From an optimization exercise on the open Yosys and OpenROAD flow, aimed at small area and a short achievable clock period; shortcuts taken in it are not production practice. Function was checked by simulation only, so behaviour that the tests miss may differ from the original. Power and IR drop assume default switching activity.

==> flow/design.v <==
`default_nettype none
module ecliptic_classification
  (
   input wire         sg,
   input wire [2:0]   kind,
   output logic [9:0] res,
   output logic       ack
   );
  always_comb begin
    ack = |kind;
    res[0] =  sg & (kind == 3'd4);
    res[1] =  sg & (kind == 3'd3);
    res[2] =  sg & (kind == 3'd2);
    res[3] =  sg & (kind == 3'd1);
    res[4] = ~sg & (kind == 3'd1);
    res[5] = ~sg & (kind == 3'd2);
    res[6] = ~sg & (kind == 3'd3);
    res[7] = ~sg & (kind == 3'd4);
    res[8] = (kind == 3'd5);
    res[9] = (kind == 3'd6);
  end
endmodule
`default_nettype wire
`default_nettype none
module ecliptic_increment
  #(parameter int W = 32)
  (
   input wire [W-1:0]   a,
   input wire           cin,
   output logic [W-1:0] y
   );
  logic [W-1:0] p;
  always_comb begin
    p = a;
    p[0] = a[0] & cin;
    for (int d = 1; d < W; d = d * 2)
      for (int i = 2 * d - 1; i < W; i = i + 2 * d) p[i] = p[i] & p[i-d];
    for (int d = 16; d >= 1; d = d / 2)
      for (int i = 3 * d - 1; i < W; i = i + 2 * d) p[i] = p[i] & p[i-d];
    y[0] = a[0] ^ cin;
    for (int i = 1; i < W; i++) y[i] = a[i] ^ p[i-1];
  end
endmodule
`default_nettype wire
`default_nettype none
module ecliptic_top
  (
   input wire          clk,
   input wire          nrst,
   input wire [31:0]   src1,
   input wire [31:0]   src2,
   input wire          bop_req,
   input wire [1:0]    bop_op,
   output logic [31:0] bop_res,
   output logic        bop_ack,
   input wire          cls_req,
   output logic [9:0]  cls_res,
   output logic        cls_ack,
   input wire          cmp_req,
   input wire [2:0]    cmp_op,
   output logic [31:0] cmp_res,
   output logic        cmp_invalid,
   output logic        cmp_ack,
   input wire          cvtw_req,
   input wire [1:0]    cvtw_rm,
   input wire          cvtw_unsigned,
   output logic [31:0] cvtw_res,
   output logic        cvtw_invalid,
   output logic        cvtw_inexact,
   output logic        cvtw_ack,
   input wire          cvts_req,
   input wire [1:0]    cvts_rm,
   input wire          cvts_unsigned,
   output logic [31:0] cvts_res,
   output logic        cvts_inexact,
   output logic        cvts_ack
   );
  logic bop_sign;
  always_comb begin
    case (bop_op)
      2'b00: bop_sign = src2[31];
      2'b01: bop_sign = ~src2[31];
      2'b10: bop_sign = src1[31] ^ src2[31];
      default: bop_sign = src1[31];
    endcase
  end
  always_ff @(posedge clk) begin
    if (~nrst | ~bop_req) begin
      bop_res <= '0;
      bop_ack <= '0;
    end else begin
      bop_res <= {bop_sign, src1[30:0]};
      bop_ack <= 1'b1;
    end
  end
  logic [2:0] cls_kind_n, cls_kind;
  logic       cls_sg;
  always_comb begin
    if (~|src1[30:23]) cls_kind_n = (~|src1[22:0]) ? 3'd1 : 3'd2;    
    else if (~&src1[30:23]) cls_kind_n = 3'd3;                        
    else if (~|src1[22:0]) cls_kind_n = 3'd4;                         
    else cls_kind_n = src1[22] ? 3'd6 : 3'd5;                         
  end
  always_ff @(posedge clk) begin
    if (~nrst | ~cls_req) begin
      cls_sg <= '0;
      cls_kind <= '0;
    end else begin
      cls_sg <= src1[31];
      cls_kind <= cls_kind_n;
    end
  end
  ecliptic_classification CLS (.sg(cls_sg), .kind(cls_kind), .res(cls_res), .ack(cls_ack));
  logic cmp_s1, cmp_s2, cmp_ones1, cmp_ones2, cmp_man1, cmp_man2;
  logic cmp_nan1, cmp_nan2, cmp_snan1, cmp_snan2, cmp_any_nan;
  logic cmp_mag_lt, cmp_mag_eq, cmp_both_zero;
  logic cmp_eq, cmp_lt, cmp_src1_first, cmp_pick1;
  logic [31:0] cmp_res_n;
  logic cmp_inv_n;
  logic [31:0] cmp_lt_t [0:5];
  logic [31:0] cmp_gt_t [0:5];
  always_comb begin
    for (int i = 0; i < 32; i++) begin
      if (i < 31) begin
        cmp_lt_t[0][i] = ~src1[i] & src2[i];
        cmp_gt_t[0][i] = src1[i] & ~src2[i];
      end else begin
        cmp_lt_t[0][i] = 1'b0;
        cmp_gt_t[0][i] = 1'b0;
      end
    end
    for (int l = 0; l < 5; l++) begin
      cmp_lt_t[l+1] = '0;
      cmp_gt_t[l+1] = '0;
      for (int i = 0; i < (16 >> l); i++) begin
        cmp_lt_t[l+1][i] = cmp_lt_t[l][2*i+1] | (~cmp_gt_t[l][2*i+1] & cmp_lt_t[l][2*i]);
        cmp_gt_t[l+1][i] = cmp_gt_t[l][2*i+1] | (~cmp_lt_t[l][2*i+1] & cmp_gt_t[l][2*i]);
      end
    end
    cmp_mag_lt = cmp_lt_t[5][0];
    cmp_mag_eq = ~cmp_lt_t[5][0] & ~cmp_gt_t[5][0];
    cmp_s1 = src1[31];
    cmp_s2 = src2[31];
    cmp_ones1 = &src1[30:23];
    cmp_ones2 = &src2[30:23];
    cmp_man1 = |src1[22:0];
    cmp_man2 = |src2[22:0];
    cmp_nan1 = cmp_ones1 & cmp_man1;
    cmp_nan2 = cmp_ones2 & cmp_man2;
    cmp_snan1 = cmp_ones1 & ~src1[22] & cmp_man1;
    cmp_snan2 = cmp_ones2 & ~src2[22] & cmp_man2;
    cmp_any_nan = cmp_nan1 | cmp_nan2;
    cmp_both_zero = ~|{src1[30:0], src2[30:0]};
    cmp_eq = ~cmp_any_nan & (cmp_both_zero | (cmp_mag_eq & (cmp_s1 == cmp_s2)));
    if (cmp_s1 != cmp_s2) cmp_lt = cmp_s1 & ~cmp_both_zero;
    else cmp_lt = cmp_s1 ? ~cmp_mag_lt & ~cmp_mag_eq : cmp_mag_lt;
    cmp_lt = cmp_lt & ~cmp_any_nan;
    cmp_src1_first = (cmp_s1 != cmp_s2) ? cmp_s1 : (cmp_s1 ^ cmp_mag_lt);
    cmp_pick1 = cmp_nan2 | (~cmp_nan1 & (cmp_src1_first ^ cmp_op[0]));
    cmp_res_n = '0;
    cmp_inv_n = 1'b0;
    case (cmp_op)
      3'b000: begin cmp_res_n[0] = cmp_lt | cmp_eq; cmp_inv_n = cmp_any_nan; end
      3'b001: begin cmp_res_n[0] = cmp_lt; cmp_inv_n = cmp_any_nan; end
      3'b010: begin cmp_res_n[0] = cmp_eq; cmp_inv_n = cmp_snan1 | cmp_snan2; end
      3'b100, 3'b101: begin
        cmp_res_n = (cmp_nan1 & cmp_nan2) ? 32'h7fc00000 : (cmp_pick1 ? src1 : src2);
        cmp_inv_n = cmp_snan1 | cmp_snan2;
      end
      default: ;
    endcase
  end
  always_ff @(posedge clk) begin
    if (~nrst | ~cmp_req) begin
      cmp_res <= '0;
      cmp_ack <= '0;
      cmp_invalid <= '0;
    end else begin
      cmp_res <= cmp_res_n;
      cmp_ack <= 1'b1;
      cmp_invalid <= cmp_inv_n;
    end
  end
  logic        w_s;
  logic [7:0]  w_e;
  logic [22:0] w_m;
  logic        w_ge127, w_e126, w_e158, w_ge159, w_nan, w_man_zero;
  logic        w_e127;
  logic [23:0] w_mg;
  logic [87:0] w_y;
  logic [55:0] w_f;
  logic [31:0] w_ipx;
  logic        w_ip0;
  logic [21:0] w_smask;
  logic        w_guard, w_sticky, w_round_up;
  logic        w_inv_pre, w_force_zero, w_inc;
  logic        w_satpos;
  logic [31:0] w_sat, w_q_n;
  logic        w_act_n, w_invalid_n, w_inexact_n;
  always_comb begin
    w_s = src1[31];
    w_e = src1[30:23];
    w_m = src1[22:0];
    w_man_zero = ~|w_m;
    w_ge127 = w_e[7] | (&w_e[6:0]);
    w_e126 = (w_e == 8'd126);
    w_e158 = (w_e == 8'd158);
    w_ge159 = w_e[7] & ((|w_e[6:5]) | (&w_e[4:0]));
    w_nan = (&w_e) & ~w_man_zero;
    w_e127 = (w_e == 8'd127);
    w_mg = w_ge127 ? {1'b1, w_m} : 24'd0;
    w_y = {{31{w_s}}, w_mg ^ {24{w_s}}, w_s, {32{w_s}}} << w_e[4:0];
    w_f = w_y[87:32];
    w_ipx = w_e127 ? {{31{w_s}}, ~w_s} : w_f[54:23];
    w_ip0 = w_ipx[0] ^ w_s;
    w_guard = w_e127 ? w_m[22] : ((w_f[22] ^ w_s) | w_e126);
    w_smask = w_e127 ? 22'h3fffff : (22'h1fffff >> w_e[4:0]);
    w_sticky = (w_ge127 & |(w_m[21:0] & w_smask)) |
               (~w_ge127 & (~w_man_zero | ((|w_e) & ~w_e126)));
    case (cvtw_rm)
      2'b00: w_round_up = w_guard & (w_sticky | w_ip0);
      2'b01: w_round_up = 1'b0;
      2'b10: w_round_up = w_s & (w_guard | w_sticky);
      default: w_round_up = ~w_s & (w_guard | w_sticky);
    endcase
    w_inv_pre = w_nan | w_ge159 |
                (w_e158 & (cvtw_unsigned ? w_s : ~(w_s & w_man_zero))) |
                (cvtw_unsigned & w_s & w_ge127);
    w_force_zero = cvtw_unsigned & w_s & ~w_ge127;
    w_invalid_n = w_inv_pre | (w_force_zero & w_round_up);
    w_inexact_n = ~w_invalid_n & (w_guard | w_sticky);
    w_satpos = ~w_s | w_nan;
    w_sat = {cvtw_unsigned ? w_satpos : ~w_satpos, {31{w_satpos}}};
    w_inc = w_round_up & ~w_force_zero;
    w_q_n = w_inv_pre ? w_sat : w_ipx;
    w_act_n = ~w_inv_pre & (w_s ^ w_inc);
  end
  logic [31:0] cvtw_q;
  logic        cvtw_act;
  always_ff @(posedge clk) begin
    if (~nrst | ~cvtw_req) begin
      cvtw_ack <= '0;
      cvtw_q <= '0;
      cvtw_act <= '0;
      cvtw_invalid <= '0;
      cvtw_inexact <= '0;
    end else begin
      cvtw_ack <= 1'b1;
      cvtw_q <= w_q_n;
      cvtw_act <= w_act_n;
      cvtw_invalid <= w_invalid_n;
      cvtw_inexact <= w_inexact_n;
    end
  end
  ecliptic_increment #(.W(32)) CVTW_INC (.a(cvtw_q), .cin(cvtw_act), .y(cvtw_res));
  logic        f_s, f_zero, f_bzero;
  logic [31:0] f_b;
  logic [31:0] f_zv [0:5];
  logic [4:0]  f_zc [0:5][0:31];
  logic [4:0]  f_lz;
  logic [31:0] f_t [0:5];
  logic [6:0]  f_smask;
  logic [7:0]  f_cmask;
  logic        f_guard, f_sticky, f_carry;
  logic [7:0]  f_ze [0:5][0:31];
  logic [7:0]  f_e_n;
  always_comb begin
    f_s = ~cvts_unsigned & src1[31];
    f_zero = ~|src1;
    f_b = src1 ^ {32{f_s}};
    for (int i = 0; i < 32; i++) begin
      f_zv[0][i] = f_b[i];
      f_zc[0][i] = '0;
    end
    for (int l = 0; l < 5; l++) begin
      f_zv[l+1] = '0;
      for (int i = 0; i < 32; i++) f_zc[l+1][i] = '0;
      for (int i = 0; i < (16 >> l); i++) begin
        f_zv[l+1][i] = f_zv[l][2*i+1] | f_zv[l][2*i];
        f_zc[l+1][i] = f_zv[l][2*i+1] ? f_zc[l][2*i+1] : (f_zc[l][2*i] | 5'(1 << l));
      end
    end
    f_lz = f_zc[5][0];
    f_bzero = ~f_zv[5][0];
    f_t[0] = src1;
    for (int l = 0; l < 5; l++) f_t[l+1] = f_lz[4-l] ? (f_t[l] << (16 >> l)) : f_t[l];
    f_smask = 7'h7f >> f_lz;
    f_cmask = 8'hff >> f_lz;
    f_sticky = |(src1[6:0] & f_smask);
    f_guard = ~f_lz[4] & ~f_lz[3] & (f_t[5][7] ^ (f_s & f_sticky));
    f_carry = f_s & ~|(src1[7:0] & f_cmask);
    for (int i = 0; i < 32; i++) f_ze[0][i] = 8'(127 + i);
    for (int l = 0; l < 5; l++) begin
      for (int i = 0; i < 32; i++) f_ze[l+1][i] = '0;
      for (int i = 0; i < (16 >> l); i++)
        f_ze[l+1][i] = f_zv[l][2*i+1] ? f_ze[l][2*i+1] : f_ze[l][2*i];
    end
    f_e_n = f_zero ? 8'd0 : (f_bzero ? 8'd126 : f_ze[5][0]);
  end
  logic f_lsb, f_round_up, f_cin;
  always_comb begin
    f_lsb = f_t[5][8] ^ f_s;
    case (cvts_rm)
      2'b00: f_round_up = f_guard & (f_sticky | f_lsb);
      2'b01: f_round_up = 1'b0;
      2'b10: f_round_up = f_s & (f_guard | f_sticky);
      default: f_round_up = ~f_s & (f_guard | f_sticky);
    endcase
    f_cin = f_carry | f_round_up;
  end
  logic [30:0] cvts_mag;
  logic        cvts_cin, cvts_sg;
  always_ff @(posedge clk) begin
    if (~nrst | ~cvts_req) begin
      cvts_ack <= '0;
      cvts_mag <= '0;
      cvts_cin <= '0;
      cvts_sg <= '0;
      cvts_inexact <= '0;
    end else begin
      cvts_ack <= 1'b1;
      cvts_mag <= {f_e_n, f_t[5][30:8] ^ {23{f_s}}};
      cvts_cin <= f_cin;
      cvts_sg <= f_s;
      cvts_inexact <= f_guard | f_sticky;
    end
  end
  ecliptic_increment #(.W(31)) CVTS_INC (.a(cvts_mag), .cin(cvts_cin), .y(cvts_res[30:0]));
  assign cvts_res[31] = cvts_sg;
endmodule
`default_nettype wire
==> flow/flow/run.sh <==
#!/bin/bash
# Standard ORFS layout, with plain buf_1 cells as the port buffers
# instead of the default clkdlybuf4s50_1 delay cells.
set -euo pipefail
export BUFFER_PORTS_ARGS="-buffer_cell sky130_fd_sc_hd__buf_1"
bash standard.sh > standard.log 2>&1
==> flow/standard.sh <==
#!/bin/bash
# synth_recipe.tcl (not shown) runs the flow's synth.tcl, then flattens the netlist and writes it again
# the make line also repeats each setting of config.mk as NAME=value (left out here)
make -C /OpenROAD-flow-scripts/flow DESIGN_CONFIG=/design/flow/config.mk WORK_HOME=/design/flow/orfs CLKGATE_MAP_FILE= SYNTH_SCRIPT=/design/flow/synth_recipe.tcl "${@:-finish}"
==> flow/config.mk <==
export PLATFORM = sky130hd
export DESIGN_NAME = ecliptic_top
export DESIGN_NICKNAME = ecliptic_top
export VERILOG_FILES = /design/flow/design.v
export SDC_FILE = /design/flow/constraint.sdc
export NUM_CORES = 4
export LEC_CHECK = 0
export ABC_AREA = 1
export CAP_MARGIN = 20
export CORE_MARGIN = 2
export CORE_UTILIZATION = 40
export CTS_BUF_LIST = sky130_fd_sc_hd__clkbuf_8
export GPL_ROUTABILITY_DRIVEN = 0
export GPL_TIMING_DRIVEN = 0
export SETUP_SLACK_MARGIN = 3.6
export SLEW_MARGIN = 20
export SYNTH_HIERARCHICAL = 1
==> flow/constraint.sdc <==
create_clock -name core_clock -period 7.5 [get_ports {clk}]
set_input_delay 1.5000 -clock core_clock [delete_from_list [all_inputs] [get_ports {clk}]]
set_output_delay 1.5000 -clock core_clock [all_outputs]
set_load 0.01 [all_outputs]
==> results.cfg, run 1 <==
[critical_path]
critPathLaunchType = input port
crit_fanout = 10
cp-end-kind = register
max_stage_delay_ns = 0.23
crit_path_cell_trace = clkbuf_2, inv_4, nand2_1, o21ai_2, nand2_2, inv_2, nand2_1, clkbuf_4, nor2_4, inv_2, nand2_4, inv_4, buf_6, o211ai_1, nand3_1, o211ai_1, o21ai_2, inv_2, nand2_1, a21oi_1, nor2_1
arrival_ns = 4.16
slowest_stage = o21ai_2
crit_required_ns = 7.86
path_class = input port to register
cpLargestDelayFamily = buffers and inverters
crit_buf_inv = 8

[sta]
hold_ws_ns = 1.27
period_share = 0.506
hold_viol = 0
rsz0062_at_grt = yes
fmax_mhz = 264
fin_crit_ns = 3.79
worstMarginPinSlew_ns = 0.818
finalMaxSlewViolations = 0
setup_viol = 0
maxSlewHeadroom = 0.455
timing.setup.tns_ns = 0

[global_route]
grt_max_degree = 17
grt_pass1_wl_um = 70000
grt_antenna_before_repair = 1
grtUsageTotal = 0.292
grt_pass1_vias = 13033
grt_overflow = 0

[synth]
avgSynthCellArea_um2 = 6.05
netlist_instances = 1886
ys.flop_type = dfxtp_1
synth_seq_area_share = 0.248
async_flop_share = 0
synthTopCellsByArea = dfxtp_1, nand2_1, nand3_1
syn_area_mm2 = 0.0114
synth_top_area_cell = dfxtp_1
synth_most_common_cell = nand2_1
ys_warn_count = 16
synth_edf_count = 0
ys_ff_latch = 141
synth_top_area_share = 0.248
synth_common_cells = nand2_1, nand3_1, nor2_1, dfxtp_1, o21ai_0
synth_cell_types = 58

[place]
placed_area_mm2 = 0.0127
dp_hpwl_um = 35400
portBuffers = 217
dp.cells = 2481

[cells_and_area]
syn_to_final_growth_pct = 18.3
fin_nets = 2255
final_cell_area_mm2 = 0.0135
final_cells = 2534
drive_gt1_frac = 0.120
antenna_cells = 0

[power]
total_power_mw = 2.12
powerDensity_mw_per_mm2 = 157
peakVddDrop_mv = 0.0975
leakagePower_nw = 6.31

[cts]
clkSinkCount = 141
tritoncts = done
cts_htree_levels = 4
clk_pin_slew_worst_paths_ns = 0.09
cts_buffer_depth = 2
cts_buffers = 17
cts_root_buf = clkbuf_8

[job]
max_cap_violations = 0

[floorplan]
pin_count = 229
die_w_um = 173
initial_core_util = 0.408
core_region_area_mm2 = 0.0279
die-area_mm2 = 0.0299
die_y_um = 173
row_count = 61

[worst_hold_path]
worstHoldPathType = input port to register

[detailed_routing]
routed_wl_um = 45100
detail_route.first_pass.iterations = 6
detail_route.wl_per_cell_um = 17.8
routed_via_density = 5.56
drc_errors = 0
vias = 14084
ant_nets = 0
drt_iter0_markers = 1462

[status]
status = timing/DRC/antenna clean
## tightest hold or removal path, delay by kind of cell
family / cells / cell delay, ns
AOI/OAI and AO/OA: 1 / 0.06
buffers and inverters: 1 / 0.08
and+or+nand+nor: 1 / 0.06
## cell families (layout without fill, tap and decap cells)
logic type | Yosys count | after routing | share of synthesized area
AND/OR/NAND/NOR | 1075 | 1075 | 0.411
AO/OA/AOI/OAI | 356 | 356 | 0.184
buffers and inverters | 239 | 509 | 0.0900
flip-flops | 141 | 141 | 0.248
XOR/XNOR | 40 | 40 | 0.0307
adder cells (fa/ha/maj) | 29 | 29 | 0.0318
multiplexers | 6 | 6 | 0.00527
## layout make-up
class / count / area (µm²)
Buffer: 111 / 616
Clock buffer: 18 / 248
Clock inverter: 13 / 141
Fill cell: 3028 / 14400
Inverter: 128 / 513
Multi-Input combinational cell: 1506 / 7670
Sequential cell: 141 / 2820
Tap cell: 378 / 473
Timing Repair Buffer: 239 / 1000
## timing repair
item / 4_1_cts / 5_1_grt
pin swaps: 0 / 12
endpoints found under the setup margin: 62 / 91
hold buffers: 0 / 0
setup buffers: 3 / 19
resized for setup: 19 / 94
## Yosys stat by module, one instance, submodules excluded, excerpt
module	cells	times used	flops+latches	cell area [µm²]
ecliptic_top	1694	1	141	10100
ecliptic_classification	19	1	0	80.1
## state kept, by name (all words and copies together) (netlist names)
name / flops
cmp_invalid: 1
cvtw_invalid: 1
cvtw_act: 1
cls_kind: 3
cmp_ack: 1
cvts_inexact: 1
bop_ack: 1
cmp_res: 32
bop_res: 32
cls_sg: 1
cvts_cin: 1
cvts_ack: 1
cvtw_inexact: 1
cvtw_q: 32
cvts_mag: 30
cvts_sg: 1
cvtw_ack: 1
## placed cells by master (no fill, tap or decap), types with 7 or more instances in the layout
master,n
a211oi_1,26
a21oi_1,80
a31oi_1,18
buf_1,222
buf_2,25
buf_4,27
buf_6,12
clkbuf_1,31
clkbuf_2,24
clkbuf_4,7
clkbuf_8,18
clkinvlp_4,9
dfxtp_1,141
ha_1,29
inv_1,94
inv_2,22
nand2_1,520
nand2_2,22
nand3_1,225
nand3_2,9
nand4_1,12
nor2_1,211
nor2_2,9
nor2_4,13
nor3_1,23
nor4_1,10
o211ai_1,17
o21ai_0,118
o21ai_1,33
o21ai_2,13
o22ai_1,11
xor2_1,37
## worst paths after layout
kind,from,end,slack [ns],depth (start not counted)
setup / recovery,src1[29],cvts_mag[21],3.71,21
hold / removal,bop_op[0],bop_res[31],1.27,3
## metrics by stage
step / util / setup slack (ns)
global route: 0.483 / 3.54
CTS: 0.470 / 3.60
floorplan: - / 3.84
global placement: 0.454 / 2.87
detailed placement: 0.454 / 2.82
finish: 0.483 / 3.71
## layer usage
metal,up-vias,part of all wire,routed length (µm),GRT usage
met4,0,0.041,1850,0.139
met5,-,0,0,0
met3,119,0.10,4660,0.0613
li1,6818,-,-,-
met2,809,0.42,18800,0.438
met1,6338,0.44,19800,0.398
## report_power, final
| part | total [mW] | switching (mW) | internal, mW |
|---|---|---|---|
| sequential | 0.807 | 0.0210 | 0.786 |
| combinational | 0.677 | 0.468 | 0.209 |
| clock | 0.637 | 0.334 | 0.304 |
| total | 2.12 | 0.823 | 1.30 |
==> run 2: changes to the inputs <==
--- a/flow/config.mk
+++ b/flow/config.mk
@@ -14,2 +14,3 @@
 export GPL_TIMING_DRIVEN = 0
+export PLACE_DENSITY = 0.8
 export SETUP_SLACK_MARGIN = 3.6
@@ -17 +18,2 @@
 export SYNTH_HIERARCHICAL = 1
+export TNS_END_PERCENT = 20
==> results.cfg, run 2 <==
[status]
status = timing/DRC/antenna clean

[synth]
synthTopCellsByArea = dfxtp_1, nand2_1, nand3_1
synth_common_cells = nand2_1, nand3_1, nor2_1, dfxtp_1, o21ai_0
avgSynthCellArea_um2 = 6.05
ys.flop_type = dfxtp_1
synth_seq_area_share = 0.248
synth_edf_count = 0
synth_top_area_cell = dfxtp_1
synth_top_area_share = 0.248
async_flop_share = 0
synth_most_common_cell = nand2_1
syn_area_mm2 = 0.0114
netlist_instances = 1886
ys_warn_count = 16
ys_ff_latch = 141
synth_cell_types = 58

[floorplan]
pin_count = 229
die_w_um = 173
die_y_um = 173
initial_core_util = 0.408
core_region_area_mm2 = 0.0279
row_count = 61
die-area_mm2 = 0.0299

[cts]
cts_buffers = 17
cts-hold-fix-buffers = 0
tritoncts = done
clkSinkCount = 141
clk_pin_slew_worst_paths_ns = 0.10
cts_htree_levels = 4
cts_root_buf = clkbuf_8
cts_buffer_depth = 2

[critical_path]
path_class = input port to register
arrival_ns = 4.24
critPathLaunchType = input port
crit_required_ns = 7.88
max_stage_delay_ns = 0.31
cpMostUsedCell = nand2_1
cp-end-kind = register
crit_fanout = 10
slowest_stage = o22ai_1
cp-startpoint = src1[29]
crit_path_cell_trace = clkbuf_2, inv_4, nand2_1, o21ai_2, nand2_2, inv_2, nand2_1, inv_1, nand2_4, clkbuf_1, nand2_1, o21ai_0, o22ai_1, nand2_1, o21ai_2, nand2_1, o21ai_1, nand2_1, a21oi_1, nor2_1

[worst_hold_path]
hold_depth = 3
hold_end = bop_res[31]
hold_start = bop_op[0]
worstHoldPathType = input port to register

[cells_and_area]
largestRegisters = bop_res (32), cmp_res (32), cvtw_q (32)
utilization = 0.478
final_cell_area_mm2 = 0.0134
drive_gt1_frac = 0.112
fin_nets = 2246
syn_to_final_growth_pct = 17.2
layout.cells.most_common = nand2_1
final_cell_mix = nand2_1, buf_1, nand3_1
antenna_cells = 0

[detailed_routing]
detail_route.first_pass.iterations = 7
vias = 14707
drt_iter0_markers = 2225
ant_nets = 0
routed_via_density = 5.82
routed_wl_um = 43600
detail_route.wl_per_cell_um = 17.3
drc_errors = 0

[power]
leakagePower_nw = 6.26
powerDensity_mw_per_mm2 = 156
total_power_mw = 2.08
peakVddDrop_mv = 0.101

[sta]
setup_viol = 0
fin_crit_ns = 3.86
finalMaxSlewViolations = 0
rsz0062_at_grt = yes
period_share = 0.515
timing.setup.tns_ns = 0
fmax_mhz = 259
hold_viol = 0
hold_ws_ns = 1.24
maxSlewHeadroom = 0.430
worstMarginPinSlew_ns = 0.847

[global_route]
grt_max_degree = 17
grt_overflow = 0
grtUsageTotal = 0.278
grt_pass1_wl_um = 67900
grt_antenna_before_repair = 0
grt_pass1_vias = 13386

[place]
placed_area_mm2 = 0.0127
portBuffers = 217
dp_hpwl_um = 33700

[job]
max_cap_violations = 0
==> run 2: how the worst max path moves through the flow <==
stage	to	cells past startpoint	slack, ns
global placement	cmp_res[21]	15	3.00
CTS	cvts_res[29]	11	3.56
detailed placement	cmp_res[21]	17	2.87
finish	cvts_mag[13]	20	3.64
floorplan	cvts_mag[10]	20	3.84
global route	cvts_mag[4]	17	3.55
==> run 2: cell families (layout without fill, tap and decap cells) <==
logic type,count (synthesis),count (layout),synth area share
AOI/OAI and AO/OA,356,356,0.184
buffers and inverters,239,500,0.0900
DFF,141,141,0.248
and+or+nand+nor,1075,1075,0.411
adders and majority gates,29,29,0.0318
xor gates and xnor gates,40,40,0.0307
muxes,6,6,0.00527
==> run 2: what timing repair did <==
action,4_1_cts,5_1_grt
endpoints found under the hold margin,0,0
endpoints found under the setup margin,61,100
buffers inserted,0,13
resized for setup,6,83
pin swaps,0,7
gates cloned,0,0
==> run 2: worst max-delay path, delay by kind of cell <==
| family | cells | cell delay (ns) |
|---|---|---|
| buf+inv | 5 | 0.80 |
| simple gates | 9 | 0.86 |
| compound gates | 6 | 1.05 |
==> run 2: final cells by class <==
class | instances | area (µm²)
Buffer | 111 | 581
Multi-Input combinational cell | 1506 | 7670
Fill cell | 2884 | 14600
Timing Repair Buffer | 230 | 932
Clock buffer | 18 | 248
Clock inverter | 13 | 129
Tap cell | 378 | 473
Sequential cell | 141 | 2820
Inverter | 128 | 509
==> run 2: per-stage QoR <==
stage,setup slack [ns],std cells
floorplan,3.84,1886
global placement,3.00,2481
detailed placement,2.87,2481
CTS,3.56,2512
global route,3.55,2525
finish,3.64,2525
==> run 2: modules after synthesis (local to each module, per instance), excerpt <==
module                   times used  area, µm²  cells  flip-flops and latches
ecliptic_top                      1      10100   1694                     141
ecliptic_classification           1       80.1     19                       0
==> run 2: per-layer routing <==
metal,vias to the layer above,track usage,share of wire
li1,6800,-,-
met2,1126,0.436,0.42
met3,250,0.0728,0.13
met4,0,0.135,0.063
met1,6531,0.355,0.39
met5,-,0,0
==> run 2: report_power, final <==
| group | total [mW] | switching (mW) | internal [mW] |
|---|---|---|---|
| registers | 0.808 | 0.0220 | 0.786 |
| clock network | 0.608 | 0.332 | 0.276 |
| logic | 0.667 | 0.464 | 0.203 |
| total | 2.08 | 0.818 | 1.26 |
==> run 3: changes to the inputs <==
--- a/flow/config.mk
+++ b/flow/config.mk
@@ -14,3 +14,2 @@
 export GPL_TIMING_DRIVEN = 0
-export PLACE_DENSITY = 0.8
 export SETUP_SLACK_MARGIN = 3.6
==> results.cfg, run 3 <==
[status]
status = timing/DRC/antenna clean

[synth]
ys_warn_count = 16
synth_edf_count = 0
ys.flop_type = dfxtp_1
synth_cell_types = 58
async_flop_share = 0
synth_common_cells = nand2_1, nand3_1, nor2_1, dfxtp_1, o21ai_0
avgSynthCellArea_um2 = 6.05
synth_seq_area_share = 0.248
synth_top_area_share = 0.248
synth_most_common_cell = nand2_1
ys_ff_latch = 141
synth_top_area_cell = dfxtp_1
synthTopCellsByArea = dfxtp_1, nand2_1, nand3_1
syn_area_mm2 = 0.0114
netlist_instances = 1886

[sta]
rsz0062_at_grt = yes
setup_viol = 0
timing.setup.tns_ns = 0
fin_crit_ns = 3.77
hold_viol = 0
fmax_mhz = 265
finalMaxSlewViolations = 0
worstMarginPinSlew_ns = 0.860
maxSlewHeadroom = 0.427
period_share = 0.503

[critical_path]
arrival_ns = 2.27
crit_buf_inv = 3
crit_fanout = 3
cp-end-kind = output port
cpLargestDelayFamily = adder cells
max_stage_delay_ns = 0.33
crit_path_cell_trace = ha_1, ha_1, nand3_1, inv_2, nand2_2, inv_1, nand3_1, nor3_1, ha_1, xor2_1, buf_1
critPathLaunchType = register
path_class = register to output port
slowest_stage = dfxtp_1
cpMostUsedCell = ha_1
crit_required_ns = 6.00

[worst_hold_path]
hold_start = bop_op[0]
worstHoldPathType = input port to register
hold_end = bop_res[31]
hold_depth = 3

[cts]
cts-hold-fix-buffers = 0
cts_buffer_depth = 2
cts_htree_levels = 4
clk_pin_slew_worst_paths_ns = 0.09
cts_root_buf = clkbuf_8
clkSinkCount = 141
cts_buffers = 17
tritoncts = done

[detailed_routing]
drt_iter0_markers = 1497
detail_route.first_pass.iterations = 10
vias = 14118
routed_via_density = 5.57
ant_nets = 0
detail_route.wl_per_cell_um = 17.8
drc_errors = 0
routed_wl_um = 45100

[floorplan]
pin_count = 229
core_region_area_mm2 = 0.0279
die-area_mm2 = 0.0299
initial_core_util = 0.408
die_y_um = 173
row_count = 61
die_w_um = 173

[power]
powerDensity_mw_per_mm2 = 157
peakVddDrop_mv = 0.0952
leakagePower_nw = 6.30

[global_route]
grt_overflow = 0
grtUsageTotal = 0.292
grt_pass1_vias = 13002
grt_pass1_wl_um = 70000
grt_antenna_before_repair = 1
grt_max_degree = 17

[cells_and_area]
final_cells = 2534
antenna_cells = 0
drive_gt1_frac = 0.117
syn_to_final_growth_pct = 18.1
largestRegisters = bop_res (32), cmp_res (32), cvtw_q (32)
fin_nets = 2255
final_cell_mix = nand2_1, nand3_1, buf_1
layout.cells.most_common = nand2_1

[place]
dp.cells = 2481
dp_hpwl_um = 35400
portBuffers = 217

[job]
max_cap_violations = 0
## run 3: cell counts after synthesis
Identical to the previous run, type by type.
## run 3: kinds of logic after synthesis
group                      count (synthesis)  synth area share
muxes                                      6           0.00527
and+or+nand+nor                         1075             0.411
buffers and inverters                    239            0.0900
adders and majority gates                 29            0.0318
DFF                                      141             0.248
xor gates and xnor gates                  40            0.0307
AOI/OAI and AO/OA                        356             0.184
## run 3: modules after synthesis (local to each module, per instance), a selection
module,cells inside,copies in the design,flops+latches
ecliptic_top,1694,1,141
ecliptic_classification,19,1,0
## run 3: layout make-up
class                   count  area, µm²
fillers                  3040      14500
clock inverters            13        141
flip-flops and latches    141       2820
multi-input cells        1506       7650
inverters                 128        520
plain buffers             111        611
repair buffers            239        997
well taps                 378        473
clock buffers              18        248
## run 3: routing by layer
layer  GRT usage  up-vias  share of wire  wire length [µm]
met1       0.399     6380           0.44             19800
li1            -     6806              -                 -
met5           0        -              0                 0
met2       0.437      801           0.41             18700
met3      0.0613      131           0.10              4630
met4       0.139        0          0.043              1960
## run 3: report_power, final
| group | internal [mW] | switching, mW |
|---|---|---|
| clock network | 0.304 | 0.330 |
| registers | 0.786 | 0.0208 |
| logic | 0.208 | 0.467 |
## run 3: repair_timing
action                     CTS  global route
setup buffers                0            22
gates cloned                 0             0
setup endpoints to repair   62           102
pin swaps                    0            11
gates resized for setup     13            94
## run 3: tightest hold or removal path, delay by kind of cell
kind | cells | cell delay (ns)
AOI/OAI and AO/OA | 1 | 0.07
and+or+nand+nor | 1 | 0.06
buffers and inverters | 1 | 0.08
## run 3: how the worst max path moves through the flow
stage,depth (start not counted),slack [ns],to,startpoint
4_1_cts,23,3.54,cvtw_invalid,src1[25]
6_report,11,3.73,cvts_res[15],cvts_mag[0]
2_1_floorplan,20,3.84,cvts_mag[10],src1[30]
3_5_place_dp,17,2.82,cmp_res[10],src1[1]
5_1_grt,11,3.54,cvts_res[15],cvts_mag[0]
3_3_place_gp,17,2.87,cmp_res[10],src1[13]
## run 3: metrics by stage
stage / total power, mW / util / setup slack [ns] / hold slack [ns] / instance area (µm²)
floorplan: 1.25 / - / 3.84 / 1.64 / 11400
global placement: 1.45 / 0.454 / 2.87 / 1.75 / 12700
detailed placement: 1.46 / 0.454 / 2.82 / 1.77 / 12700
CTS: 2.09 / 0.469 / 3.54 / 1.27 / 13100
global route: 2.23 / 0.482 / 3.54 / 1.30 / 13500
finish: 2.11 / 0.482 / 3.73 / 1.28 / 13500
==> run 4: changes to the inputs <==
--- a/flow/config.mk
+++ b/flow/config.mk
@@ -14,3 +14,3 @@
 export GPL_TIMING_DRIVEN = 0
-export SETUP_SLACK_MARGIN = 3.6
+export SETUP_SLACK_MARGIN = 3.7
 export SLEW_MARGIN = 20
==> results.cfg, run 4 <==
[detailed_routing]
ant_nets = 0
routed_wl_um = 45900
drc_errors = 0
vias = 14259
detail_route.first_pass.iterations = 9
detail_route.wl_per_cell_um = 18.0
routed_via_density = 5.60
drt_iter0_markers = 1476

[floorplan]
die-area_mm2 = 0.0299
die_w_um = 173
row_count = 61
initial_core_util = 0.408
pin_count = 229
die_y_um = 173
core_region_area_mm2 = 0.0279

[power]
p_sw_frac = 0.388
seq_power_share = 0.377
power_frac_comb = 0.328
internal_power_mw = 1.31
p_sw_mw = 0.831
powerDensity_mw_per_mm2 = 154
total_power_mw = 2.14
peakVddDrop_mv = 0.0973
clkPwrFrac = 0.296
leakagePower_nw = 6.46

[critical_path]
slowest_stage = clkinvlp_4
cpLargestDelayFamily = simple AND/OR/NAND/NOR gates
cp-end-kind = register
crit_required_ns = 7.86
arrival_ns = 4.08
crit_cells = 19
crit_path_cell_trace = buf_2, clkinvlp_4, buf_4, nand3_1, o21ai_4, nand2_1, nor2_4, nand2_2, nand2_2, nand3_4, nand2_4, buf_8, buf_6, o21ai_2, nand4_1, nand4_1, o21ai_1, nor2_1, nor2_1
crit_fanout = 10
crit_buf_inv = 5
critPathLaunchType = input port
path_class = input port to register
max_stage_delay_ns = 0.29

[cells_and_area]
final_cells = 2548
utilization = 0.497
fin_nets = 2269
final_cell_area_mm2 = 0.0139
antenna_cells = 0
syn_to_final_growth_pct = 21.7
drive_gt1_frac = 0.146
fill_cells = 2996
largestRegisters = bop_res (32), cmp_res (32), cvtw_q (32)
final_cell_mix = nand2_1, buf_1, nand3_1
layout.cells.most_common = nand2_1

[sta]
fmax_mhz = 268
rsz0062_at_grt = yes
hold_ws_ns = 1.28
fin_crit_ns = 3.73
timing.setup.tns_ns = 0
setup_viol = 0
maxSlewHeadroom = 0.418
setup_ws_ns = 3.77
finalMaxSlewViolations = 0
worstMarginPinSlew_ns = 0.873
hold_viol = 0
period_share = 0.497

[worst_hold_path]
hold_depth = 3
hold_end = bop_res[31]
worstHoldPathType = input port to register
hold_start = bop_op[0]

[synth]
avgSynthCellArea_um2 = 6.05
synth_top_area_share = 0.248
synth_seq_area_share = 0.248
async_flop_share = 0
synthXorXnorAreaFrac = 0.0307
ys_ff_latch = 141
synth_most_common_cell = nand2_1
syn_area_mm2 = 0.0114
netlist_instances = 1886
yosys.area_share.adder = 0.0318
synthTopCellsByArea = dfxtp_1, nand2_1, nand3_1
synth_cell_types = 58
synth_top_area_cell = dfxtp_1
ys.flop_type = dfxtp_1
synth_edf_count = 0
synth_top_family_by_area = simple AND/OR/NAND/NOR gates
ys_warn_count = 16
synthSimpleGateAreaFrac = 0.411
synthMuxAreaShare = 0.00527
synth_common_cells = nand2_1, nand3_1, nor2_1, dfxtp_1, o21ai_0
synth-compound-area-share = 0.184

[global_route]
grtUsageTotal = 0.292
grt_pass1_wl_um = 70100
grt_max_degree = 17
grt_pass1_vias = 13040
grt_antenna_before_repair = 0
grt_overflow = 0

[place]
dp_slack_ns = 2.82
dp_hpwl_um = 35400
portBuffers = 217
placed_area_mm2 = 0.0127
dp.cells = 2481

[cts]
clk_pin_slew_worst_paths_ns = 0.09
tritoncts = done
cts_buffers = 17
cts_htree_levels = 4
cts_buffer_depth = 2
cts_root_buf = clkbuf_8
clkSinkCount = 141

[status]
status = timing/DRC/antenna clean

[job]
max_cap_violations = 0
[run 4: cells by family (layout without fill, tap and decap cells)]
| group | count (synthesis) | count (layout) |
|---|---|---|
| simple gates | 1075 | 1075 |
| compound gates | 356 | 356 |
| buf+inv | 239 | 523 |
| flops | 141 | 141 |
| xor+xnor | 40 | 40 |
| fa+ha+maj | 29 | 29 |
| mux | 6 | 6 |
[run 4: modules after synthesis, one instance, submodules excluded, a selection]
| module | copies in the design | cells inside | flops+latches |
|---|---|---|---|
| ecliptic_classification | 1 | 19 | 0 |
| ecliptic_top | 1 | 1694 | 141 |
[run 4: worst min-delay path: cells and delay by family]
kind	cells	cell delay, ns
AO/OA/AOI/OAI	1	0.06
buffers and inverters	1	0.08
AND/OR/NAND/NOR	1	0.06
[run 4: cell type report]
class / instances / area, µm² / share of cell area
Timing Repair Buffer: 253 / 1160 / 0.0839
Clock inverter: 13 / 141 / 0.0102
Sequential cell: 141 / 2820 / 0.203
Buffer: 111 / 649 / 0.0468
Tap cell: 378 / 473 / 0.0341
Inverter: 128 / 523 / 0.0377
Clock buffer: 18 / 248 / 0.0178
Multi-Input combinational cell: 1506 / 7860 / 0.566
[run 4: metal layers]
metal	global-route usage	wire length, µm
met4	0.144	2120
met2	0.435	19000
met1	0.400	19800
met5	0	0
met3	0.0627	5010
[run 4: worst max path at each step]
| stage | startpoint | end | slack [ns] |
|---|---|---|---|
| 6_report | src1[12] | cvts_cin | 3.77 |
| 2_1_floorplan | src1[30] | cvts_mag[10] | 3.84 |
| 3_5_place_dp | src1[1] | cmp_res[10] | 2.82 |
| 5_1_grt | src1[23] | cvtw_invalid | 3.59 |
| 3_3_place_gp | src1[13] | cmp_res[10] | 2.87 |
| 4_1_cts | src1[29] | cvts_mag[22] | 3.66 |
[run 4: power by group through the flow]
stage / logic [mW] / registers [mW] / clock network [mW]
after floorplan: 0.427 / 0.826 / 0
after global placement: 0.629 / 0.824 / 0
after detailed placement: 0.632 / 0.824 / 0
after CTS: 0.642 / 0.807 / 0.646
after global routing: 0.770 / 0.812 / 0.676
final: 0.703 / 0.807 / 0.633
[run 4: what timing repair did]
item	in CTS	in global routing
gates resized for setup	29	165
hold buffers	0	0
buffers inserted	6	27
pin swaps	1	40
setup endpoints to repair	89	107
cloned	0	3
==> run 5: changes to the inputs <==
--- a/flow/config.mk
+++ b/flow/config.mk
@@ -10,3 +10,3 @@
 export CORE_MARGIN = 2
-export CORE_UTILIZATION = 40
+export CORE_UTILIZATION = 50
 export CTS_BUF_LIST = sky130_fd_sc_hd__clkbuf_8
@@ -14,3 +14,3 @@
 export GPL_TIMING_DRIVEN = 0
-export SETUP_SLACK_MARGIN = 3.7
+export SETUP_SLACK_MARGIN = 3.6
 export SLEW_MARGIN = 20
==> results.cfg, run 5 <==
[status]
status = timing/DRC/antenna clean

[critical_path]
arrival_ns = 4.20
path_class = input port to register
crit_required_ns = 7.84
cp-end-kind = register
crit_fanout = 10
critPathLaunchType = input port

[worst_hold_path]
hold_depth = 3
hold_start = bop_op[0]
hold_end = bop_res[31]
worstHoldPathType = input port to register

[power]
clkPwrFrac = 0.293
leakagePower_nw = 6.30
seq_power_share = 0.386
peakVddDrop_mv = 0.118
p_sw_mw = 0.820
power_frac_comb = 0.322
p_sw_frac = 0.393
internal_power_mw = 1.27
powerDensity_mw_per_mm2 = 157

[synth]
synthTopCellsByArea = dfxtp_1, nand2_1, nand3_1
ys.flop_type = dfxtp_1
avgSynthCellArea_um2 = 6.05
async_flop_share = 0
ys_warn_count = 16
synth_common_cells = nand2_1, nand3_1, nor2_1, dfxtp_1, o21ai_0
synth_top_area_cell = dfxtp_1
ys_ff_latch = 141
syn_area_mm2 = 0.0114
synth_edf_count = 0
netlist_instances = 1886
synth_top_area_share = 0.248
synth_seq_area_share = 0.248
synth_most_common_cell = nand2_1
synth_cell_types = 58

[cts]
cts-hold-fix-buffers = 0
clk_pin_slew_worst_paths_ns = 0.09
tritoncts = done
cts_htree_levels = 4
cts_buffer_depth = 2
cts_root_buf = clkbuf_8
clkSinkCount = 141
cts_buffers = 17

[detailed_routing]
routed_via_density = 5.77
drt_iter0_markers = 1609
routed_wl_um = 43300
detail_route.first_pass.iterations = 9
ant_nets = 0
drc_errors = 0
detail_route.wl_per_cell_um = 17.8
vias = 14081

[sta]
worstMarginPinSlew_ns = 0.878
finalMaxSlewViolations = 0
hold_viol = 0
maxSlewHeadroom = 0.415
fin_crit_ns = 3.86
period_share = 0.515
timing.setup.tns_ns = 0
fmax_mhz = 259
rsz0062_at_grt = yes
setup_viol = 0

[global_route]
grt_antenna_before_repair = 0
grtUsageTotal = 0.351
grt_overflow = 0
grt_pass1_vias = 12690
grt_pass1_wl_um = 67000
grt_max_degree = 17

[cells_and_area]
drive_gt1_frac = 0.115
largestRegisters = bop_res (32), cmp_res (32), cvtw_q (32)
final_cell_mix = nand2_1, nand3_1, buf_1
syn_to_final_growth_pct = 16.5
layout.cells.most_common = nand2_1
utilization = 0.590
fin_nets = 2253
antenna_cells = 0

[floorplan]
initial_core_util = 0.507
die_y_um = 155
row_count = 55
die-area_mm2 = 0.0240
die_w_um = 155
core_region_area_mm2 = 0.0225
pin_count = 229

[place]
dp_hpwl_um = 33400
portBuffers = 217

[job]
max_cap_violations = 0
run 5: cell counts after synthesis:
No cell type changed its count.
run 5: what timing repair did:
action,CTS,global route
gates cloned,0,0
gates resized for setup,14,83
buffers inserted,3,17
hold endpoints to repair,0,0
pin swaps,0,6
endpoints found under the setup margin,85,104
run 5: metal layers:
metal / global-route usage / share of wire / vias to the layer above
met2: 0.549 / 0.42 / 902
met1: 0.468 / 0.42 / 6198
met5: 0 / 0 / -
met4: 0.162 / 0.053 / 0
met3: 0.0696 / 0.11 / 176
li1: - / - / 6805
run 5: final cells by class:
class,count,area [µm²]
Buffer,111,604
Fill cell,2353,9220
Sequential cell,141,2820
Clock buffer,18,248
Timing Repair Buffer,237,981
Inverter,128,504
Tap cell,285,357
Clock inverter,14,135
Multi-Input combinational cell,1506,7630
run 5: power by group through the flow:
stage                     sequential, mW  clock, mW  combinational [mW]
after floorplan                    0.826          0               0.427
after global placement             0.823          0               0.622
after detailed placement           0.823          0               0.628
after CTS                          0.806      0.616               0.634
after global routing               0.811      0.649               0.734
final                              0.806      0.611               0.672
run 5: Yosys stat by module, one instance, submodules excluded, excerpt:
module,cells inside,times used
ecliptic_top,1694,1
ecliptic_classification,19,1
run 5: critical path: stages:
cell and delay [ns]:
clkbuf_2 0.21, inv_1 0.36, nand3_1 0.15, o21ai_2 0.11, inv_2 0.06, nor2_4 0.13
nand2_2 0.09, nor2_4 0.15, nand2_2 0.09, nand3_2 0.10, nand2_2 0.07, buf_6 0.18
buf_6 0.15, o21ai_1 0.16, nand4_1 0.28, nand4_1 0.16, o21ai_1 0.07, nor2_1 0.12
nor2_1 0.04
run 5: worst max path at each step:
stage | startpoint | to | slack [ns]
6_report | src1[12] | cvts_cin | 3.64
5_1_grt | cvts_mag[0] | cvts_res[15] | 3.52
4_1_cts | src1[2] | cvtw_q[26] | 3.56
3_5_place_dp | src1[9] | cmp_res[27] | 2.92
3_3_place_gp | src1[1] | cmp_res[27] | 2.92
2_1_floorplan | src1[30] | cvts_mag[10] | 3.84
run 5: cells by family (layout without fill, tap and decap cells):
family                     Yosys count  in the layout  synth area share
and+or+nand+nor                   1075           1075             0.411
AOI/OAI and AO/OA                  356            356             0.184
buffers and inverters              239            508            0.0900
DFF                                141            141             0.248
xor gates and xnor gates            40             40            0.0307
adders and majority gates           29             29            0.0318
muxes                                6              6           0.00527
run 5: stage by stage:
step | hold WS, ns | power, mW | setup slack [ns] | cells | cell area, µm²
floorplan | 1.64 | 1.25 | 3.84 | 1886 | 11400
global placement | 1.76 | 1.45 | 2.92 | 2388 | 12600
detailed placement | 1.77 | 1.45 | 2.92 | 2388 | 12600
CTS | 1.28 | 2.06 | 3.56 | 2423 | 13000
global route | 1.30 | 2.19 | 3.52 | 2440 | 13300
finish | 1.28 | 2.09 | 3.64 | 2440 | 13300
==> run 6: changes to the inputs <==
==> flow/flow/run.sh (replaced) <==
#!/bin/bash
# Standard ORFS layout, with plain buf_1 cells as the port buffers
# instead of the default clkdlybuf4s50_1 delay cells, and the buffers
# that synthesis (ABC) inserted removed at floorplan.
set -euo pipefail
export BUFFER_PORTS_ARGS="-buffer_cell sky130_fd_sc_hd__buf_1"
export REMOVE_ABC_BUFFERS=1
bash standard.sh > standard.log 2>&1
--- a/flow/config.mk
+++ b/flow/config.mk
@@ -10,3 +10,3 @@
 export CORE_MARGIN = 2
-export CORE_UTILIZATION = 50
+export CORE_UTILIZATION = 40
 export CTS_BUF_LIST = sky130_fd_sc_hd__clkbuf_8
@@ -17,2 +17 @@
 export SYNTH_HIERARCHICAL = 1
-export TNS_END_PERCENT = 20
==> results.cfg, run 6 <==
[critical_path]
path_class = input port to register
cp-end-kind = register
crit_fanout = 16
arrival_ns = 4.28
crit_required_ns = 7.91
critPathLaunchType = input port

[synth]
synthTopCellsByArea = dfxtp_1, nand2_1, nand3_1
synth_cell_types = 58
synth_seq_area_share = 0.248
synth_common_cells = nand2_1, nand3_1, nor2_1, dfxtp_1, o21ai_0
synth_edf_count = 0
synth_top_area_cell = dfxtp_1
ys.flop_type = dfxtp_1
syn_area_mm2 = 0.0114
avgSynthCellArea_um2 = 6.05
synth_most_common_cell = nand2_1
netlist_instances = 1886
ys_warn_count = 16
synth_top_area_share = 0.248
async_flop_share = 0
ys_ff_latch = 141

[global_route]
grt_pass1_wl_um = 67500
grt_pass1_vias = 12388
grt_max_degree = 51
grt_overflow = 0
grt_antenna_before_repair = 0
grtUsageTotal = 0.280

[detailed_routing]
ant_nets = 0
routed_wl_um = 45400
highest_layer = met4
detail_route.first_pass.iterations = 7
routed_via_density = 5.64
wl_met2_um = 18900
drt_iter0_markers = 1545
dr_wl_met3_um = 5130
vias = 14223
wl_met1_um = 19700
detail_route.wl_per_cell_um = 18.0
drc_errors = 0

[floorplan]
row_count = 61
die_w_um = 173
pin_count = 229
initial_core_util = 0.408
die_y_um = 173
core_region_area_mm2 = 0.0279
die-area_mm2 = 0.0299

[cells_and_area]
fin_nets = 2243
drive_gt1_frac = 0.166
largestRegisters = bop_res (32), cmp_res (32), cvtw_q (32)
final_cell_mix = nand2_1, nand3_1, nor2_1
antenna_cells = 0
fill_cells = 2919
syn_to_final_growth_pct = 25.3
layout.cells.most_common = nand2_1
utilization = 0.512

[sta]
rsz0062_at_grt = yes
fmax_mhz = 258
hold_ws_ns = 1.25
hold_viol = 0
period_share = 0.517
setup_ws_ns = 3.63
fin_crit_ns = 3.87
worstMarginPinSlew_ns = 0.789
finalMaxSlewViolations = 0
maxSlewHeadroom = 0.473
setup_viol = 0

[cts]
clk_pin_slew_worst_paths_ns = 0.10
cts_buffer_depth = 2
cts_htree_levels = 4
cts_buffers = 17
cts_root_buf = clkbuf_8
tritoncts = done
clkSinkCount = 141
cts-hold-fix-buffers = 0

[power]
leakagePower_nw = 6.56
total_power_mw = 2.23
peakVddDrop_mv = 0.0930
powerDensity_mw_per_mm2 = 156

[worst_hold_path]
hold_depth = 3
hold_end = bop_res[31]
worstHoldPathType = input port to register
hold_start = bop_op[0]

[status]
status = timing/DRC/antenna clean

[place]
dp_slack_ns = 0.0861
portBuffers = 228
dp_hpwl_um = 30700

[job]
max_cap_violations = 0
-- run 6: changes by cell type in the layout (fill, tap and decap cells not counted), moves of 8 or more --
cell,previous run,this run
buf_4,29,80
clkbuf_1,30,0
buf_1,225,198
buf_2,22,8
nand2_4,5,17
o21ai_0,123,112
clkbuf_2,24,14
clkinvlp_4,5,15
nand2_1,520,510
o21ai_2,11,21
inv_2,23,14
inv_1,96,88
nand2_8,0,8
nor2_1,209,201
-- run 6: how the worst max path moves through the flow --
stage | end | cells after the start | startpoint
after floorplan | cvts_cin | 23 | src1[31]
after global placement | cvts_cin | 24 | src1[31]
after detailed placement | cvts_cin | 24 | src1[31]
after CTS | cvts_mag[14] | 24 | src1[31]
after global routing | cvts_mag[20] | 23 | cvts_unsigned
final | cvts_mag[21] | 22 | cvts_unsigned
-- run 6: where the power goes --
part | internal [mW] | total, mW | switching (mW)
Clock | 0.343 | 0.702 | 0.359
Combinational | 0.235 | 0.717 | 0.482
Sequential | 0.786 | 0.807 | 0.0208
Total | 1.36 | 2.23 | 0.862
-- run 6: routing by layer --
layer	up-vias	GRT usage
met4	0	0.0900
met5	-	0
met2	839	0.418
met3	144	0.0690
li1	6819	-
met1	6421	0.394
-- run 6: cell families (layout without fill, tap and decap cells) --
| kind of cell | Yosys count | count (layout) | synth area share |
|---|---|---|---|
| AOI/OAI and AO/OA | 356 | 356 | 0.184 |
| DFF | 141 | 141 | 0.248 |
| and+or+nand+nor | 1075 | 1088 | 0.411 |
| adders and majority gates | 29 | 29 | 0.0318 |
| buffers and inverters | 239 | 485 | 0.0900 |
| muxes | 6 | 6 | 0.00527 |
| xor gates and xnor gates | 40 | 40 | 0.0307 |
-- run 6: repair_timing --
action                                  in CTS  in global routing
endpoints found under the setup margin     100                108
pin swaps                                    6                 37
buffers inserted                            12                 73
resized for setup                           75                145
cloned                                      11                 11
-- run 6: worst max-delay path, cell delays in order --
cell	delay (ns)
clkbuf_4	0.21
inv_8	0.13
nand2_8	0.12
o21ai_4	0.23
nand2_4	0.11
inv_2	0.13
nand2_4	0.08
buf_4	0.20
nor2_4	0.20
clkinv_4	0.14
nand2_8	0.15
clkinv_8	0.08
buf_4	0.13
o211ai_1	0.09
nand3_1	0.11
o211ai_1	0.11
o21ai_2	0.13
inv_2	0.06
nand2_1	0.06
nand3_1	0.07
nand2_1	0.05
nor2_1	0.15
-- run 6: per-module statistics from Yosys, one instance, submodules excluded, excerpt --
module,flops+latches,copies in the design
ecliptic_top,141,1
ecliptic_classification,0,1
-- run 6: cell type report --
type	instances	area (µm²)	share of cell area
Timing Repair inverter	7	47.5	0.00333
Clock inverter	15	198	0.0138
Clock buffer	17	234	0.0164
Sequential cell	141	2820	0.197
Multi-Input combinational cell	1519	8150	0.570
Timing Repair Buffer	318	1740	0.122
Tap cell	378	473	0.0331
Inverter	128	629	0.0440
-- run 6: through the flow --
step	instances	instance area, µm²	TNS, ns
finish	2523	14300	0
global route	2523	14300	0
CTS	2439	13100	0
detailed placement	2384	12300	0
global placement	2381	12200	-40.50
floorplan	1775	10900	0
==> run 7: changes to the inputs <==
--- a/flow/design.v
+++ b/flow/design.v
@@ -260,3 +260,3 @@
   logic [4:0]  f_lz;
-  logic [31:0] f_t [0:5];
+  logic [63:0] f_t [0:5];
   logic [6:0]  f_smask;
@@ -284,3 +284,3 @@
     f_bzero = ~f_zv[5][0];
-    f_t[0] = src1;
+    f_t[0] = {f_b, {32{f_s}}};
     for (int l = 0; l < 5; l++) f_t[l+1] = f_lz[4-l] ? (f_t[l] << (16 >> l)) : f_t[l];
@@ -289,3 +289,3 @@
     f_sticky = |(src1[6:0] & f_smask);
-    f_guard = ~f_lz[4] & ~f_lz[3] & (f_t[5][7] ^ (f_s & f_sticky));
+    f_guard = ~f_lz[4] & ~f_lz[3] & (f_t[5][39] ^ (f_s & ~f_sticky));
     f_carry = f_s & ~|(src1[7:0] & f_cmask);
@@ -301,3 +301,3 @@
   always_comb begin
-    f_lsb = f_t[5][8] ^ f_s;
+    f_lsb = f_t[5][40];
     case (cvts_rm)
@@ -321,3 +321,3 @@
       cvts_ack <= 1'b1;
-      cvts_mag <= {f_e_n, f_t[5][30:8] ^ {23{f_s}}};
+      cvts_mag <= {f_e_n, f_t[5][62:40]};
       cvts_cin <= f_cin;
==> flow/flow/run.sh (replaced) <==
#!/bin/bash
# Standard ORFS layout, with plain buf_1 cells as the port buffers
# instead of the default clkdlybuf4s50_1 delay cells.
set -euo pipefail
export BUFFER_PORTS_ARGS="-buffer_cell sky130_fd_sc_hd__buf_1"
bash standard.sh > standard.log 2>&1
--- a/flow/config.mk
+++ b/flow/config.mk
@@ -17 +17,2 @@
 export SYNTH_HIERARCHICAL = 1
+export TNS_END_PERCENT = 20
==> results.cfg, run 7 <==
[place]
dp.cells = 2394
placed_area_mm2 = 0.0125
dp_hpwl_um = 34200
portBuffers = 222

[power]
internal_power_mw = 1.28
p_sw_frac = 0.403
leakagePower_nw = 6.10
peakVddDrop_mv = 0.101
clkPwrFrac = 0.301
powerDensity_mw_per_mm2 = 162
p_sw_mw = 0.866
power_frac_comb = 0.322
seq_power_share = 0.377

[synth]
synth_cell_types = 63
synthMuxAreaShare = 0.0107
synthXorXnorAreaFrac = 0.0555
ys_warn_count = 16
ys.flop_type = dfxtp_1
synth_common_cells = nand2_1, nand3_1, nor2_1, o21ai_0, dfxtp_1
synthTopCellsByArea = dfxtp_1, nand2_1, nand3_1
synth_most_common_cell = nand2_1
syn_area_mm2 = 0.0112
yosys.area_share.adder = 0.0324
netlist_instances = 1794
synthSimpleGateAreaFrac = 0.377
synth_top_area_cell = dfxtp_1
synth-compound-area-share = 0.181
synth_top_family_by_area = simple AND/OR/NAND/NOR gates
synth_top_area_share = 0.252
avgSynthCellArea_um2 = 6.25
async_flop_share = 0
synth_edf_count = 0
ys_ff_latch = 141
synth_seq_area_share = 0.252

[cts]
cts_buffer_depth = 2
tritoncts = done
cts-hold-fix-buffers = 0
cts_htree_levels = 4
clk_pin_slew_worst_paths_ns = 0.09
cts_buffers = 17
cts_root_buf = clkbuf_8
clkSinkCount = 141

[detailed_routing]
ant_nets = 0
routed_via_density = 5.51
detail_route.wl_per_cell_um = 17.7
vias = 13428
drt_iter0_markers = 1472
detail_route.first_pass.iterations = 7
routed_wl_um = 43300
drc_errors = 0

[floorplan]
die-area_mm2 = 0.0294
die_y_um = 171
row_count = 61
initial_core_util = 0.405
die_w_um = 171
core_region_area_mm2 = 0.0277
pin_count = 229

[sta]
rsz0062_at_grt = yes
maxSlewHeadroom = 0.392
setup_viol = 0
fmax_mhz = 258
hold_viol = 0
worstMarginPinSlew_ns = 0.889
period_share = 0.516
fin_crit_ns = 3.87
finalMaxSlewViolations = 0
timing.setup.tns_ns = 0

[cells_and_area]
final_cell_mix = nand2_1, nand3_1, buf_1
antenna_cells = 0
multiInputGateArea_mm2 = 0.00751
syn_to_final_growth_pct = 18.5
layout.cells.most_common = nand2_1
final_cell_area_mm2 = 0.0133
fin_nets = 2159
fill_cells = 2990
drive_gt1_frac = 0.115
register_area_mm2 = 0.00282
final_cells = 2439
largestRegisters = bop_res (32), cmp_res (32), cvtw_q (32)

[global_route]
grtUsageTotal = 0.289
grt_max_degree = 17
grt_pass1_vias = 12268
grt_antenna_before_repair = 1
grt_overflow = 0
grt_pass1_wl_um = 66100

[critical_path]
critPathLaunchType = input port
arrival_ns = 4.27
crit_required_ns = 7.90
cp-end-kind = register
crit_fanout = 10
path_class = input port to register

[job]
max_cap_violations = 0

[worst_hold_path]
worstHoldPathType = input port to register

[status]
status = timing/DRC/antenna clean
## run 7: cell count changes after synthesis, moves of 6 or more
cell / delta
o21ai_0: +18
buf_1: -6
mux2i_1: +6
a21oi_1: -16
nand3_1: -9
nand2_1: -101
inv_1: +28
o21ai_2: -10
buf_2: -12
xor2_2: +9
xor2_1: +8
## run 7: repair_timing
| action | CTS | global route |
|---|---|---|
| resized for setup | 1 | 118 |
| buffers inserted | 3 | 10 |
| setup endpoints to repair | 63 | 106 |
| pin swaps | 0 | 4 |
## run 7: kinds of logic after synthesis
group | after synthesis
buffers and inverters | 244
XOR/XNOR | 59
flip-flops | 141
multiplexers | 12
AO/OA/AOI/OAI | 352
adder cells (fa/ha/maj) | 29
AND/OR/NAND/NOR | 957
## run 7: modules after synthesis, one instance, submodules excluded, a selection
module / flip-flops and latches / cell area (µm²) / times used
ecliptic_classification: 0 / 80.1 / 1
ecliptic_top: 141 / 9920 / 1
## run 7: critical path, stage by stage
cell and delay, ns:
buf_1 0.12, inv_2 0.15, nand2_8 0.13, inv_2 0.18, nor2_1 0.06, a21oi_1 0.29, nand3_2 0.15, nor2_4 0.22
nand2_4 0.11, buf_2 0.21, o21ai_0 0.33, nand2_1 0.15, nand2_1 0.10, nand2_1 0.05, o21ai_1 0.12, nand2_1 0.07
nand2_1 0.09, nand2_1 0.06, a21oi_1 0.17
## run 7: power groups by stage
stage               combinational [mW]  clock, mW  sequential, mW
finish                           0.693      0.647           0.811
global route                     0.764      0.684           0.815
CTS                              0.651      0.654           0.811
detailed placement               0.647          0           0.828
global placement                 0.644          0           0.827
floorplan                        0.435          0           0.830
## run 7: worst paths after layout
kind                       from           end  slack (ns)  cells past startpoint
hold / removal       cvts_rm[1]      cvts_cin        1.27                      3
setup / recovery  cvts_unsigned  cvts_mag[18]        3.63                     19
## run 7: layout make-up
type / count / share of cell area
Sequential cell: 141 / 0.212
Tap cell: 378 / 0.0356
Clock buffer: 18 / 0.0186
Buffer: 92 / 0.0390
Inverter: 152 / 0.0450
Multi-Input combinational cell: 1409 / 0.565
Clock inverter: 14 / 0.0113
Timing Repair Buffer: 235 / 0.0725
## run 7: per-layer routing
layer	track usage	up-vias	wire length, µm
li1	-	6484	-
met1	0.395	6109	18900
met2	0.445	722	18800
met3	0.0607	111	4200
met4	0.108	2	1350
met5	0	-	9
## run 7: through the flow
stage	hold WS (ns)	total power, mW	setup slack (ns)	util
5_1_grt	1.29	2.26	3.47	0.479
2_1_floorplan	1.63	1.27	3.87	-
3_3_place_gp	1.76	1.47	2.56	0.452
6_report	1.27	2.15	3.63	0.479
3_5_place_dp	1.77	1.48	2.57	0.452
4_1_cts	1.26	2.12	3.41	0.467
==> run 8: changes to the inputs <==
--- a/flow/config.mk
+++ b/flow/config.mk
@@ -14,3 +14,3 @@
 export GPL_TIMING_DRIVEN = 0
-export SETUP_SLACK_MARGIN = 3.6
+export SETUP_SLACK_MARGIN = 3.8
 export SLEW_MARGIN = 20
==> results.cfg, run 8 <==
[detailed_routing]
routed_wl_um = 44100
vias = 13702
ant_nets = 0
detail_route.wl_per_cell_um = 17.9
routed_via_density = 5.55
detail_route.first_pass.iterations = 6
drt_iter0_markers = 1498
drc_errors = 0

[synth]
synthSimpleGateAreaFrac = 0.377
synthTopCellsByArea = dfxtp_1, nand2_1, nand3_1
synth_top_area_share = 0.252
synth_top_area_cell = dfxtp_1
ys_warn_count = 16
synth_top_family_by_area = simple AND/OR/NAND/NOR gates
synth_most_common_cell = nand2_1
yosys.area_share.adder = 0.0324
ys.flop_type = dfxtp_1
netlist_instances = 1794
synth-compound-area-share = 0.181
avgSynthCellArea_um2 = 6.25
synth_cell_types = 63
synth_edf_count = 0
synth_common_cells = nand2_1, nand3_1, nor2_1, o21ai_0, dfxtp_1
async_flop_share = 0
ys_ff_latch = 141
synth_seq_area_share = 0.252
syn_area_mm2 = 0.0112
synthMuxAreaShare = 0.0107
synthXorXnorAreaFrac = 0.0555

[floorplan]
pin_count = 229
row_count = 61
die_w_um = 171
initial_core_util = 0.405
die-area_mm2 = 0.0294
die_y_um = 171
core_region_area_mm2 = 0.0277

[critical_path]
arrival_ns = 2.24
cp-end-kind = output port
critPathLaunchType = register
path_class = register to output port
crit_fanout = 5
crit_required_ns = 6.00

[global_route]
grtUsageTotal = 0.290
grt_antenna_before_repair = 2
grt_pass1_vias = 12341
grt_overflow = 0
grt_max_degree = 17
grt_pass1_wl_um = 66300

[cts]
clkSinkCount = 141
clk_pin_slew_worst_paths_ns = 0.10
cts_root_buf = clkbuf_8
cts_buffers = 17
cts_htree_levels = 4
cts-hold-fix-buffers = 0
tritoncts = done
cts_buffer_depth = 2

[cells_and_area]
final_cell_mix = nand2_1, nand3_1, buf_1
largestRegisters = bop_res (32), cmp_res (32), cvtw_q (32)
syn_to_final_growth_pct = 25.7
fin_nets = 2188
fill_cells = 2907
drive_gt1_frac = 0.177
layout.cells.most_common = nand2_1
final_cell_area_mm2 = 0.0141

[power]
power_frac_comb = 0.339
p_sw_mw = 0.895
total_power_mw = 2.21
powerDensity_mw_per_mm2 = 157
seq_power_share = 0.368
p_sw_frac = 0.405
leakagePower_nw = 6.41
peakVddDrop_mv = 0.101
internal_power_mw = 1.32
clkPwrFrac = 0.293

[sta]
timing.setup.tns_ns = 0
setup_viol = 0
maxSlewHeadroom = 0.514
hold_viol = 0
fmax_mhz = 267
worstMarginPinSlew_ns = 0.728
period_share = 0.499
hold_ws_ns = 1.25
rsz0062_at_grt = yes
finalMaxSlewViolations = 0
fin_crit_ns = 3.74

[job]
max_cap_violations = 0

[status]
status = timing/DRC/antenna clean

[worst_hold_path]
hold_depth = 3
worstHoldPathType = input port to register

[place]
placed_area_mm2 = 0.0125
dp_hpwl_um = 34200
portBuffers = 222
-- run 8: changes by cell type in the layout (fill, tap and decap cells not counted), moves of 7 or more --
cell / previous run / this run
buf_1: 218 / 205
nand2_2: 24 / 31
o21ai_0: 133 / 122
o21ai_1: 41 / 34
nand3_2: 5 / 17
xor2_1: 42 / 35
inv_1: 125 / 113
buf_2: 11 / 22
ha_1: 29 / 22
buf_4: 17 / 43
o21ai_2: 3 / 19
nand2_1: 417 / 406
nand3_1: 219 / 207
-- run 8: logic make-up after synthesis --
kind of cell,Yosys count
compound gates,352
xor+xnor,59
fa+ha+maj,29
buf+inv,244
flops,141
mux,12
simple gates,957
-- run 8: final cells by class --
type / instances / area (µm²) / area share
Antenna cell: 1 / 2.50 / 0.000178
Buffer: 92 / 569 / 0.0404
Clock buffer: 18 / 248 / 0.0176
Clock inverter: 14 / 150 / 0.0107
Inverter: 152 / 618 / 0.0438
Multi-Input combinational cell: 1409 / 7960 / 0.565
Sequential cell: 141 / 2830 / 0.200
Tap cell: 378 / 473 / 0.0336
Timing Repair Buffer: 264 / 1250 / 0.0886
-- run 8: final timing paths --
check | slack, ns | end | from
worst max-delay path | 3.76 | cvts_res[23] | cvts_mag[0]
worst min-delay path | 1.25 | cvts_cin | cvts_rm[1]
-- run 8: power groups by stage --
| stage | combinational (mW) | sequential, mW | clock, mW |
|---|---|---|---|
| floorplan | 0.435 | 0.830 | 0 |
| global placement | 0.644 | 0.827 | 0 |
| detailed placement | 0.647 | 0.828 | 0 |
| CTS | 0.656 | 0.812 | 0.654 |
| global route | 0.822 | 0.817 | 0.685 |
| finish | 0.749 | 0.813 | 0.649 |
-- run 8: modules after synthesis, one instance, submodules excluded, excerpt --
module | times used | cell area (µm²) | cells | flip-flops and latches
ecliptic_classification | 1 | 80.1 | 19 | 0
ecliptic_top | 1 | 9920 | 1602 | 141
-- run 8: what timing repair did --
action	CTS	global route
pin swaps	6	32
hold endpoints to repair	0	0
endpoints found under the setup margin	115	125
buffers inserted	4	34
resized for setup	49	246
gates cloned	0	4
-- run 8: worst max-delay path, cell delays in order (launching register included) --
cell and delay, ns:
dfxtp_2 0.36, ha_4 0.16, ha_4 0.13, nand3_2 0.09, inv_2 0.08, nand2_2 0.08, nor2_4 0.16, nand2_1 0.08
nor2_1 0.12, ha_2 0.18, xor2_1 0.17, buf_2 0.16
-- run 8: stage by stage --
| step | std cells | utilization | setup WS, ns |
|---|---|---|---|
| final | 2469 | 0.509 | 3.76 |
| after global routing | 2468 | 0.509 | 3.61 |
| after CTS | 2430 | 0.471 | 3.73 |
| after detailed placement | 2394 | 0.452 | 2.57 |
| after global placement | 2394 | 0.452 | 2.56 |
| after floorplan | 1794 | - | 3.87 |
-- run 8: layer usage --
layer / vias up / global-route usage / wire length [µm]
met5: - / 0 / 9
li1: 6546 / - / -
met2: 826 / 0.443 / 19000
met3: 119 / 0.0718 / 4680
met4: 2 / 0.113 / 1610
met1: 6209 / 0.391 / 18800

-- afterwards: timing with drivers on the ports --
The flow's constraints put no driver on any port. The routed layouts listed below were extracted and timed again, unchanged, in two steps.
Step 1 assumes that a clkbuf_16 drives the clock port and a buf_2 every other input.
Step 2 also shifts input and output timing later by t, the mid clock arrival at the registers, as if the neighbouring blocks saw the same clock.
Slacks: ideal ports / drivers / drivers and shift; pairs: ideal ports / drivers.
run	t (ns)	setup slack, ns	hold slack, ns
run 1	0.516	3.709 / 3.711 / 3.195	1.274 / 1.247 / 1.763
run 2	0.530	3.640 / 3.615 / 3.085	1.239 / 1.211 / 1.741
run 3	0.513	3.727 / 3.678 / 3.220	1.280 / 1.250 / 1.763
run 4	0.510	3.774 / 3.744 / 3.259	1.281 / 1.252 / 1.762
run 5	0.499	3.638 / 3.659 / 3.159	1.277 / 1.254 / 1.753
run 6	0.522	3.626 / 3.599 / 3.076	1.252 / 1.229 / 1.751
run 7	0.518	3.627 / 3.621 / 3.102	1.265 / 1.238 / 1.757
run 8	0.522	3.756 / 3.708 / 3.236	1.251 / 1.223 / 1.745
After both steps setup and hold are still met in every run listed. The setup slack of run 2, which loses most, moves by -0.025 ns with the drivers and by -0.555 ns with both steps.
